This is an optimization exercise on Yosys and OpenROAD, whose aim is small area and a short achievable clock period, not a production implementation.
In this exercise RTL edits were held to simulation tests only and were not proved equivalent to the original.
No activity file was given, so power comes from the tool's default toggle rates.

== quartz ==
## pcore_exe
module pcore_exe (
    input  logic          clk,
    input  logic          rst_n,                  
    input  logic [196:0]  id2exe_data_i,          
    input  logic [40:0]   id2exe_ctrl_i,          
    input  logic [3:0]    fwd2exe_i,              
    input  logic [31:0]   lsu2exe_fb_alu_result_i,
    input  logic [31:0]   wrb2exe_fb_rd_data_i,
    output logic [66:0]   exe2div_o,              
    output logic [95:0]   exe2lsu_data_o,         
    output logic [20:0]   exe2lsu_ctrl_o,         
    output logic [112:0]  exe2csr_data_o,         
    output logic [9:0]    exe2csr_ctrl_o,         
    output logic [12:0]   exe2fwd_o,              
    output logic [31:0]   exe2if_fb_o             
);
For scale: ~4700 cells after synthesis, roughly 0.044 mm² of cells after synthesis.
export LEC_CHECK = 0
export CAP_MARGIN = 20
export CORE_MARGIN = 2
export CORE_UTILIZATION = 40
export SETUP_SLACK_MARGIN = 5.0
export SLEW_MARGIN = 20
create_clock -name core_clock -period 12.0 [get_ports {clk}]
standard.sh (not shown) runs the stock make flow with config.mk's settings and CLKGATE_MAP_FILE= SYNTH_SCRIPT=/design/flow/synth_recipe.tcl, a recipe that flattens the netlist after the stock synthesis.
==> flow/flow/run.sh <==
#!/bin/bash
# Layout flow: the standard synthesis and layout, with two changes that
# leave the design's function and registers as the standard synthesis makes
# them:
#  - after synthesis, flow/fa_polarity.py removes inverters around the full
#    adders by complementing the inputs and outputs of some of them (a full
#    adder is self-dual), and
#  - the port buffers are sky130_fd_sc_hd__buf_1 rather than the default
#    delay buffer.
set -euo pipefail
RES=orfs/results/sky130hd/pcore_exe/base
bash standard.sh synth > synth.log 2>&1
cp $RES/1_2_yosys.v $RES/1_2_yosys_standard.v
python3 flow/fa_polarity.py $RES/1_2_yosys_standard.v $RES/1_2_yosys.v > polarity.log 2>&1
rm -f $RES/1_synth.odb $RES/1_synth.sdc
export BUFFER_PORTS_ARGS="-buffer_cell sky130_fd_sc_hd__buf_1"
bash standard.sh > layout.log 2>&1
Other scripts of this flow, unchanged in this note and not shown: flow/flow/fa_polarity.py
quartz reached the end of the flow, and the finished layout is clean on the timing, DRC and antenna checks.
The following lists how juniper was set up differently from quartz:
-- flow/flow/run.sh --
<<< quartz, line 7
#    adder is self-dual), and
#  - the port buffers are sky130_fd_sc_hd__buf_1 rather than the default
#    delay buffer.
set -euo pipefail
RES=orfs/results/sky130hd/pcore_exe/base
>>> juniper, line 7
#    adder is self-dual), and
#  - the port buffers are sky130_fd_sc_hd__buf_1 rather than the default
#    delay buffer, and
#  - repair_timing aims at a setup slack of 6.5 ns (SETUP_SLACK_MARGIN).
set -euo pipefail
RES=orfs/results/sky130hd/pcore_exe/base
<<< quartz, line 15
rm -f $RES/1_synth.odb $RES/1_synth.sdc
export BUFFER_PORTS_ARGS="-buffer_cell sky130_fd_sc_hd__buf_1"
bash standard.sh > layout.log 2>&1
>>> juniper, line 16
rm -f $RES/1_synth.odb $RES/1_synth.sdc
export BUFFER_PORTS_ARGS="-buffer_cell sky130_fd_sc_hd__buf_1"
bash standard.sh SETUP_SLACK_MARGIN=6.5 finish > layout.log 2>&1
==> notes.md <==
- juniper — TritonCTS buffer count 2.0% lower, quartz as reference
- Note that the total power recorded for juniper amounts to 1.12 times the value seen in quartz.
- In the final design statistics, juniper uses more standard cells in total than quartz.
- Taking quartz as the reference, in juniper combined area of all synthesized cells has remained practically unchanged, power dissipated in the clock network shrank by about 4%, hold slack went up, initial antenna violation count dropped 9.4%.

---

Setup of wip/umber:
Another version of the RTL of pcore_exe (not shown whole).
Size: about 4700 cells after synthesis, roughly 660 I/O pins, ~44000 um^2 of cells after synthesis.
Settings: LEC_CHECK=0, CAP_MARGIN=20, CORE_MARGIN=2, CORE_UTILIZATION=50, CTS_BUF_LIST=sky130_fd_sc_hd__clkbuf_4 sky130_fd_sc_hd__clkbuf_8, SETUP_SLACK_MARGIN=5.0, SLEW_MARGIN=20, TNS_END_PERCENT=0; clock period 12.0 ns.
==> flow/flow/run.sh <==
#!/bin/bash
# Layout flow: the standard synthesis and layout, with two changes that
# leave the design's function and registers as the standard synthesis makes
# them:
#  - after synthesis, flow/fa_polarity.py removes inverters around the full
#    adders by complementing the inputs and outputs of some of them (a full
#    adder is self-dual), and
#  - the port buffers are sky130_fd_sc_hd__buf_1 rather than the default
#    delay buffer.
set -euo pipefail
RES=orfs/results/sky130hd/pcore_exe/base
bash standard.sh synth > synth.log 2>&1
cp $RES/1_2_yosys.v $RES/1_2_yosys_standard.v
python3 flow/fa_polarity.py $RES/1_2_yosys_standard.v $RES/1_2_yosys.v > polarity.log 2>&1
rm -f $RES/1_synth.odb $RES/1_synth.sdc
export BUFFER_PORTS_ARGS="-buffer_cell sky130_fd_sc_hd__buf_1"
bash standard.sh > layout.log 2>&1
Other scripts of this flow, unchanged in this note and not shown: flow/flow/fa_polarity.py
Having completed the whole flow, wip/umber delivered a layout that passed the timing, DRC and antenna checks.
### wip/umber -> wip/pepper
# wip/umber
export LEC_CHECK = 0
export CAP_MARGIN = 20
export CORE_MARGIN = 2
export CORE_UTILIZATION = 50
export CTS_BUF_LIST = sky130_fd_sc_hd__clkbuf_4 sky130_fd_sc_hd__clkbuf_8
export SETUP_SLACK_MARGIN = 5.0
export SLEW_MARGIN = 20
export TNS_END_PERCENT = 0
create_clock -name core_clock -period 12.0 [get_ports {clk}]
# wip/pepper
export LEC_CHECK = 0
export CAP_MARGIN = 20
export CORE_MARGIN = 2
export CORE_UTILIZATION = 45
export CTS_CLUSTER_DIAMETER = 80
export CTS_CLUSTER_SIZE = 30
export GPL_TIMING_DRIVEN = 0
export SETUP_SLACK_MARGIN = 5.0
export SLEW_MARGIN = 20
export TNS_END_PERCENT = 0
create_clock -name core_clock -period 12.0 [get_ports {clk}]
## What came out
wip/pepper: no failed stages, no open violations at the end
Against wip/umber, number of clock buffers in the layout in wip/pepper fell by more than half.
wip/pepper has number of antenna violations at the first check in global routing below what wip/umber had.
Instance area at placement on wip/pepper is up relative to wip/umber.
wip/pepper: final area is 680 um^2 higher than what wip/umber reported.
Input-level comparison between wip/ember and wip/pepper:
# wip/pepper
export LEC_CHECK = 0
export CAP_MARGIN = 20
export CORE_MARGIN = 2
export CORE_UTILIZATION = 45
export CTS_CLUSTER_DIAMETER = 80
export CTS_CLUSTER_SIZE = 30
export GPL_TIMING_DRIVEN = 0
export SETUP_SLACK_MARGIN = 5.0
export SLEW_MARGIN = 20
export TNS_END_PERCENT = 0
create_clock -name core_clock -period 12.0 [get_ports {clk}]
# wip/ember
export LEC_CHECK = 0
export CAP_MARGIN = 20
export CORE_MARGIN = 2
export CORE_UTILIZATION = 45
export CTS_CLUSTER_DIAMETER = 60
export CTS_CLUSTER_SIZE = 40
export SETUP_SLACK_MARGIN = 5.0
export SLEW_MARGIN = 20
export TNS_END_PERCENT = 0
create_clock -name core_clock -period 12.0 [get_ports {clk}]
Findings:
Of wip/ember and wip/pepper, the run reporting the lower hold slack was wip/ember.
Going from wip/pepper to wip/ember, met2 wire length has decreased; pin count of the biggest net entering global routing went up; combinational power fell 17%; data arrival time of the worst path decreased by 3.34 ns relative to the old numbers.
Inputs modified between wip/ember and wip/willow:
# wip/ember
export LEC_CHECK = 0
export CAP_MARGIN = 20
export CORE_MARGIN = 2
export CORE_UTILIZATION = 45
export CTS_CLUSTER_DIAMETER = 60
export CTS_CLUSTER_SIZE = 40
export SETUP_SLACK_MARGIN = 5.0
export SLEW_MARGIN = 20
export TNS_END_PERCENT = 0
create_clock -name core_clock -period 12.0 [get_ports {clk}]
# wip/willow
export LEC_CHECK = 0
export CAP_MARGIN = 20
export CORE_MARGIN = 2
export CORE_UTILIZATION = 45
export CTS_CLUSTER_DIAMETER = 80
export CTS_CLUSTER_SIZE = 30
export SETUP_SLACK_MARGIN = 5.0
export SLEW_MARGIN = 20
export TNS_END_PERCENT = 0
create_clock -name core_clock -period 12.0 [get_ports {clk}]
--- outcome ---
- Changes observed in wip/willow relative to wip/ember: total track usage ~0 delta; met3 wire length -150 um; met2 wire length +about 0.9%.
- wip/ember ended up with flop to output port as its path type of the worst setup path; wip/willow ended up with primary input to flop.
Changes in wip/zinc relative to wip/willow:
# wip/willow
export LEC_CHECK = 0
export CAP_MARGIN = 20
export CORE_MARGIN = 2
export CORE_UTILIZATION = 45
export CTS_CLUSTER_DIAMETER = 80
export CTS_CLUSTER_SIZE = 30
export SETUP_SLACK_MARGIN = 5.0
export SLEW_MARGIN = 20
export TNS_END_PERCENT = 0
create_clock -name core_clock -period 12.0 [get_ports {clk}]
# wip/zinc
export LEC_CHECK = 0
export CAP_MARGIN = 10
export CORE_MARGIN = 2
export CORE_UTILIZATION = 55
export CTS_BUF_LIST = sky130_fd_sc_hd__clkbuf_4 sky130_fd_sc_hd__clkbuf_8
export SETUP_SLACK_MARGIN = 5.0
export SLEW_MARGIN = 10
export TNS_END_PERCENT = 0
create_clock -name core_clock -period 12.0 [get_ports {clk}]
## What came out
Diff wip/willow -> wip/zinc: count of placed standard cells including taps went down; total design power went up; final non-filler cell total went down.

[separate check: timing with driven ports]
The results above use ideal ports. As a check the final layouts listed here were re-extracted and re-timed, cells and wires unchanged.
Step 1 (the two cells are an assumption about what drives the block):
set clk [get_ports {clk}]
set_driving_cell -lib_cell sky130_fd_sc_hd__clkbuf_16 $clk
set_driving_cell -lib_cell sky130_fd_sc_hd__buf_2 [delete_from_list [all_inputs] $clk]
Step 2 also shifts input and output timing later by t, the mid clock arrival at the registers, as if the neighbouring blocks saw the same clock.
a / b / c = ideal ports / drivers / drivers and shift; a / b = the first two.
run | t (ns) | setup WS [ns] | clock arrival spread, ns | worst register clock-pin slew, ns | worst data-port slew with drivers (ns)
quartz | 0.720 | 4.992 / 4.936 / 4.313 | 0.057 / 0.056 | 0.07 / 0.07 | 0.30
juniper | 0.718 | 4.867 / 4.793 / 4.426 | 0.052 / 0.051 | 0.08 / 0.08 | 0.30
wip/umber | 0.812 | 4.788 / 4.812 / 4.021 | 0.073 / 0.074 | 0.07 / 0.07 | 0.31
wip/pepper | 0.692 | 4.465 / 4.439 / 3.787 | 0.075 / 0.074 | 0.12 / 0.12 | 0.36
wip/ember | 0.722 | 4.887 / 4.822 / 4.218 | 0.043 / 0.043 | 0.08 / 0.08 | 0.31
wip/willow | 0.689 | 4.867 / 4.833 / 4.209 | 0.048 / 0.048 | 0.11 / 0.11 | 0.28
wip/zinc | 0.823 | 4.777 / 4.707 / 4.091 | 0.050 / 0.051 | 0.07 / 0.07 | 0.29
After both steps setup and hold are still met in every run listed. For wip/umber, which loses most, drivers alone change the setup slack by +0.024 ns; drivers and shift together by -0.767 ns.
